Background: an optimization exercise with open tools, aiming at small area, a short achievable clock period and few clock cycles. Do not read the settings as production practice.
Where RTL was checked, it was by simulation tests only, not by an equivalence proof against the original.
The clock port is modelled as an ideal driver, which makes a skipped or thinned clock tree look cheaper than it is; a real chip needs a root buffer or a tree.
No activity file was given, so power comes from the tool's default toggle rates.

==> flow/design.v (excerpt) <==
module bridge(
input clk,arvalid,res_n,
input [1:0]arburst,
input [3:0]arlen,
input [4:0]araddr,
output arready,
output reg [15:0]rdata,
output rresp,rlast,
input rready,
output rvalid,
output reg [2:0]PADDR,
input [15:0]PRDATA,
output PWRITE,PENABLE,PSEL1,PSEL2,PSEL3,PSEL4,
input PREADY
    );
For scale: roughly 130 cells after synthesis, roughly 61 I/O pins, ~2100 µm² of cells after synthesis.
==> flow/config.mk <==
export PLATFORM = sky130hd
export DESIGN_NAME = bridge
export DESIGN_NICKNAME = bridge
export VERILOG_FILES = /design/flow/design.v
export SDC_FILE = /design/flow/constraint.sdc
export NUM_CORES = 4
export LEC_CHECK = 0
export CAP_MARGIN = 20
export CORE_MARGIN = 2
export CORE_UTILIZATION = 40
export PLACE_DENSITY = 0.6
export SETUP_SLACK_MARGIN = 3.1
export SLEW_MARGIN = 20
==> flow/constraint.sdc <==
create_clock -name core_clock -period 5.0 [get_ports {clk}]
set_input_delay 1.0000 -clock core_clock [delete_from_list [all_inputs] [get_ports {clk}]]
set_output_delay 1.0000 -clock core_clock [all_outputs]
set_load 0.01 [all_outputs]
standard.sh (not shown) runs the stock make flow with config.mk's settings and CLKGATE_MAP_FILE= SYNTH_SCRIPT=/design/flow/synth_recipe.tcl, a recipe that flattens the netlist after the stock synthesis.
==> flow/flow/run.sh <==
#!/bin/bash
set -euo pipefail
export BUFFER_PORTS_ARGS="-buffer_cell sky130_fd_sc_hd__buf_1"
export PRE_CTS_TCL="$PWD/flow/manclk.tcl"
bash standard.sh finish > flow_standard.log 2>&1
==> flow/flow/manclk.tcl <==
# Clock distribution in place of the CTS H-tree: the clock port drives
# nbuf clock buffers, each driving the register clock pins of one vertical
# slice of the core, placed at that slice's centroid.
proc man_clock {bufmaster nbuf} {
  set db [ord::get_db]
  set block [ord::get_db_block]
  set clknet [$block findNet clk]
  set master [$db findMaster $bufmaster]
  set sinks {}
  foreach it [$clknet getITerms] {
    set loc [[$it getInst] getLocation]
    lappend sinks [list [lindex $loc 0] [lindex $loc 1] $it]
  }
  set sinks [lsort -integer -index 0 $sinks]
  set n [llength $sinks]
  for {set b 0} {$b < $nbuf} {incr b} {
    set lo [expr {$b * $n / $nbuf}]
    set hi [expr {($b + 1) * $n / $nbuf - 1}]
    set inst [odb::dbInst_create $block $master clkbuf_root_$b]
    set net [odb::dbNet_create $block clknet_root_$b]
    $net setSigType CLOCK
    set sx 0; set sy 0; set k 0
    foreach s [lrange $sinks $lo $hi] {
      set it [lindex $s 2]
      set sx [expr {$sx + [lindex $s 0]}]; set sy [expr {$sy + [lindex $s 1]}]; incr k
      $it disconnect
      $it connect $net
    }
    [$inst findITerm A] connect $clknet
    [$inst findITerm X] connect $net
    $inst setLocation [expr {$sx / $k}] [expr {$sy / $k}]
    $inst setPlacementStatus PLACED
    puts "man_clock: $k sinks on clknet_root_$b"
  }
}

# Sourced by ORFS's cts.tcl just before its clock_tree_synthesis call:
# replace that call with the distribution above.
rename clock_tree_synthesis orfs_clock_tree_synthesis
proc clock_tree_synthesis {args} {
  man_clock sky130_fd_sc_hd__clkbuf_8 4
}
Next try:
- SETUP_SLACK_MARGIN: 3.1 -> 3.2
Total power grows by 2.2%. Hold slack gets worse by 4.6 ps. Final cell count grows by about 3%. Worst setup slack gets better by 80 ps. Core utilization grows by 1.6 points. Die area is unchanged. Synthesized area does not change. Combinational power grows by about 11%. Design area grows by 3.2%. Sequential power shrinks by about 1%.
Function was not checked in any run of this note: the RTL went through the layout flow alone. No run of this note takes its clock network from TritonCTS; it comes from the design's own scripts or RTL.


Another version of the RTL of bridge (not shown whole).
Size: about 140 cells after synthesis, roughly 57 flip-flops, ~61 I/O pins, ~2100 um2 of cells after synthesis.
clock: 5.0 ns
lec_check: 0
cap_margin: 20
core_margin: 2
core_utilization: 40
place_density: 0.6
slew_margin: 20
==> flow/flow/run.sh <==
#!/bin/bash
set -euo pipefail
export BUFFER_PORTS_ARGS="-buffer_cell sky130_fd_sc_hd__buf_1"
bash standard.sh finish > flow_standard.log 2>&1
The first run passed the timing, DRC and antenna checks.
Testbench counts at the start, summed over its fixed seeds: cycles 7,350.
Edit:
==> flow/run.sh (new file) <==
#!/bin/bash
# synth_recipe.tcl (not shown) runs the flow's synth.tcl, then flattens the netlist and writes it again
# the make line also repeats each setting of config.mk as NAME=value (left out here)
make -C /OpenROAD-flow-scripts/flow DESIGN_CONFIG=/design/flow/config.mk WORK_HOME=/design/flow/orfs CLKGATE_MAP_FILE= SYNTH_SCRIPT=/design/flow/synth_recipe.tcl finish
removed: flow/flow/run.sh
removed: flow/standard.sh
Effect:
- The new run went through all stages and came out clean
- clock skew is about the same
- utilization went up by 6.2 points
- power went up slightly
- combinational power went up by a quarter to a third
- die area stays the same
- final area went up by roughly a tenth


Setup of wip/quartz:
bridge, a different RTL version from the one above (not shown whole).
For scale: roughly 140 cells after synthesis, about 57 flip-flops, about 61 I/O pins, about 2100 µm² of cells after synthesis.
clock: 5.0 ns
lec_check: 0
cap_margin: 20
core_margin: 2
core_utilization: 40
place_density: 0.6
slew_margin: 20
==> flow/flow/run.sh <==
#!/bin/bash
set -euo pipefail
export BUFFER_PORTS_ARGS="-buffer_cell sky130_fd_sc_hd__buf_1"
export CTS_ARGS="-sink_clustering_enable -repair_clock_nets -dont_use_dummy_load -buf_list sky130_fd_sc_hd__clkbuf_16 -root_buf sky130_fd_sc_hd__clkbuf_16 -sink_clustering_size 64 -sink_clustering_max_diameter 500"
bash standard.sh finish > flow_standard.log 2>&1
Testbench counts of wip/quartz, summed over its fixed seeds: cycles 7,350.
Input changes introduced in wip/zinc (baseline for comparison: wip/quartz):
==> flow/flow/run.sh <==
#!/bin/bash
set -euo pipefail
export BUFFER_PORTS_ARGS="-buffer_cell sky130_fd_sc_hd__buf_1"
export CTS_ARGS="-sink_clustering_enable -repair_clock_nets -dont_use_dummy_load -buf_list sky130_fd_sc_hd__clkbuf_4 -root_buf sky130_fd_sc_hd__clkbuf_4"
bash standard.sh finish > flow_standard.log 2>&1
| worst-margin pin slew | wip/zinc vs wip/quartz | 0.011 ns higher |
Comparing wip/quartz and wip/zinc, clock period minus worst slack is lower on wip/quartz.
When the final numbers for wip/quartz and wip/zinc were put side by side, the post-CTS clock slew at the launch and capture registers of the worst setup and hold paths turned out to be greater in wip/zinc.
~same final wirelength in wip/quartz and wip/zinc
Gate count after technology mapping: wip/quartz vs wip/zinc, no meaningful difference
Relative to wip/zinc, the following input files were edited for wip/sierra:
==> flow/flow/run.sh <==
#!/bin/bash
set -euo pipefail
export BUFFER_PORTS_ARGS="-buffer_cell sky130_fd_sc_hd__buf_1"
export PRE_CTS_TCL="$PWD/flow/manclk.tcl"
bash standard.sh finish > flow_standard.log 2>&1
==> flow/flow/manclk.tcl (new file) <==
# Clock distribution in place of the CTS H-tree: the clock port drives
# nbuf clock buffers, each driving the register clock pins of one vertical
# slice of the core, placed at that slice's centroid.
proc man_clock {bufmaster nbuf} {
  set db [ord::get_db]
  set block [ord::get_db_block]
  set clknet [$block findNet clk]
  set master [$db findMaster $bufmaster]
  set sinks {}
  foreach it [$clknet getITerms] {
    set loc [[$it getInst] getLocation]
    lappend sinks [list [lindex $loc 0] [lindex $loc 1] $it]
  }
  set sinks [lsort -integer -index 0 $sinks]
  set n [llength $sinks]
  for {set b 0} {$b < $nbuf} {incr b} {
    set lo [expr {$b * $n / $nbuf}]
    set hi [expr {($b + 1) * $n / $nbuf - 1}]
    set inst [odb::dbInst_create $block $master clkbuf_root_$b]
    set net [odb::dbNet_create $block clknet_root_$b]
    $net setSigType CLOCK
    set sx 0; set sy 0; set k 0
    foreach s [lrange $sinks $lo $hi] {
      set it [lindex $s 2]
      set sx [expr {$sx + [lindex $s 0]}]; set sy [expr {$sy + [lindex $s 1]}]; incr k
      $it disconnect
      $it connect $net
    }
    [$inst findITerm A] connect $clknet
    [$inst findITerm X] connect $net
    $inst setLocation [expr {$sx / $k}] [expr {$sy / $k}]
    $inst setPlacementStatus PLACED
    puts "man_clock: $k sinks on clknet_root_$b"
  }
}

# Sourced by ORFS's cts.tcl just before its clock_tree_synthesis call:
# replace that call with the distribution above.
rename clock_tree_synthesis orfs_clock_tree_synthesis
proc clock_tree_synthesis {args} {
  man_clock sky130_fd_sc_hd__clkbuf_8 4
}
### Flow results
- Re area growth from synthesis to layout: wip/zinc was higher than wip/sierra.
- Re fmax: wip/zinc was lower than wip/sierra.
- The clock power share reported for wip/sierra is smaller than that of wip/zinc by 2.5 points.
- Taking wip/sierra as 1.0, wip/zinc lands at 0.819 on largest voltage drop on the vdd net.
- From wip/sierra to wip/zinc, instance area after placement did not move at all.
- Cell at the slowest stage of the critical path: dfstp_2 -> wip/zinc, nand2_1 -> wip/sierra
- On highest net fanout along the worst path: wip/sierra sits above wip/zinc.
- Going from wip/zinc to wip/sierra, first-pass GRT wire length shrank by a few percent.
- The post-route met1 wirelength in wip/sierra was lower than what wip/zinc gave.
- Relative to wip/zinc, core utilization has decreased by 0.25 points in wip/sierra.
- wip/sierra finished end to end and its layout was clean on timing, DRC and antenna.
- Comparing the two runs side by side, wip/sierra comes out ahead of wip/zinc on final critical-path setup slack.
In wip/sierra the design's own scripts or RTL, not TritonCTS, make the clock network.

-- separate check: timing with driven ports --
In the flow no input, the clock included, has a driving cell. The finished layouts below were timed again as built, in two steps. Step 1 sets driving cells, clkbuf_16 on the clock port and buf_2 on the other inputs (assumed; they add their load-dependent delay and slew). Step 2 also shifts input and output timing later by t, the mid clock arrival at the registers, as if the neighbouring blocks saw the same clock. a / b / c = ideal ports / drivers / drivers and shift; a / b = the first two.
run	t (ns)	setup WS [ns]	worst slew at a driven data input, ns
the first run of note 1	0.192	3.125 / 3.079 / 3.117	0.04
the second run of note 1	0.190	3.206 / 3.160 / 3.141	0.05
the first run of note 2	0.343	2.873 / 2.872 / 2.529	0.03
the second run of note 2	0.348	2.496 / 2.486 / 2.138	0.05
wip/quartz	0.336	3.010 / 2.979 / 2.827	0.03
wip/zinc	0.391	2.939 / 2.915 / 2.827	0.03
wip/sierra	0.194	3.005 / 3.032 / 2.839	0.04
After both steps every run listed still meets setup and hold. For the second run of note 2, which loses most, drivers alone change the setup slack by -0.010 ns; drivers and shift together by -0.358 ns.
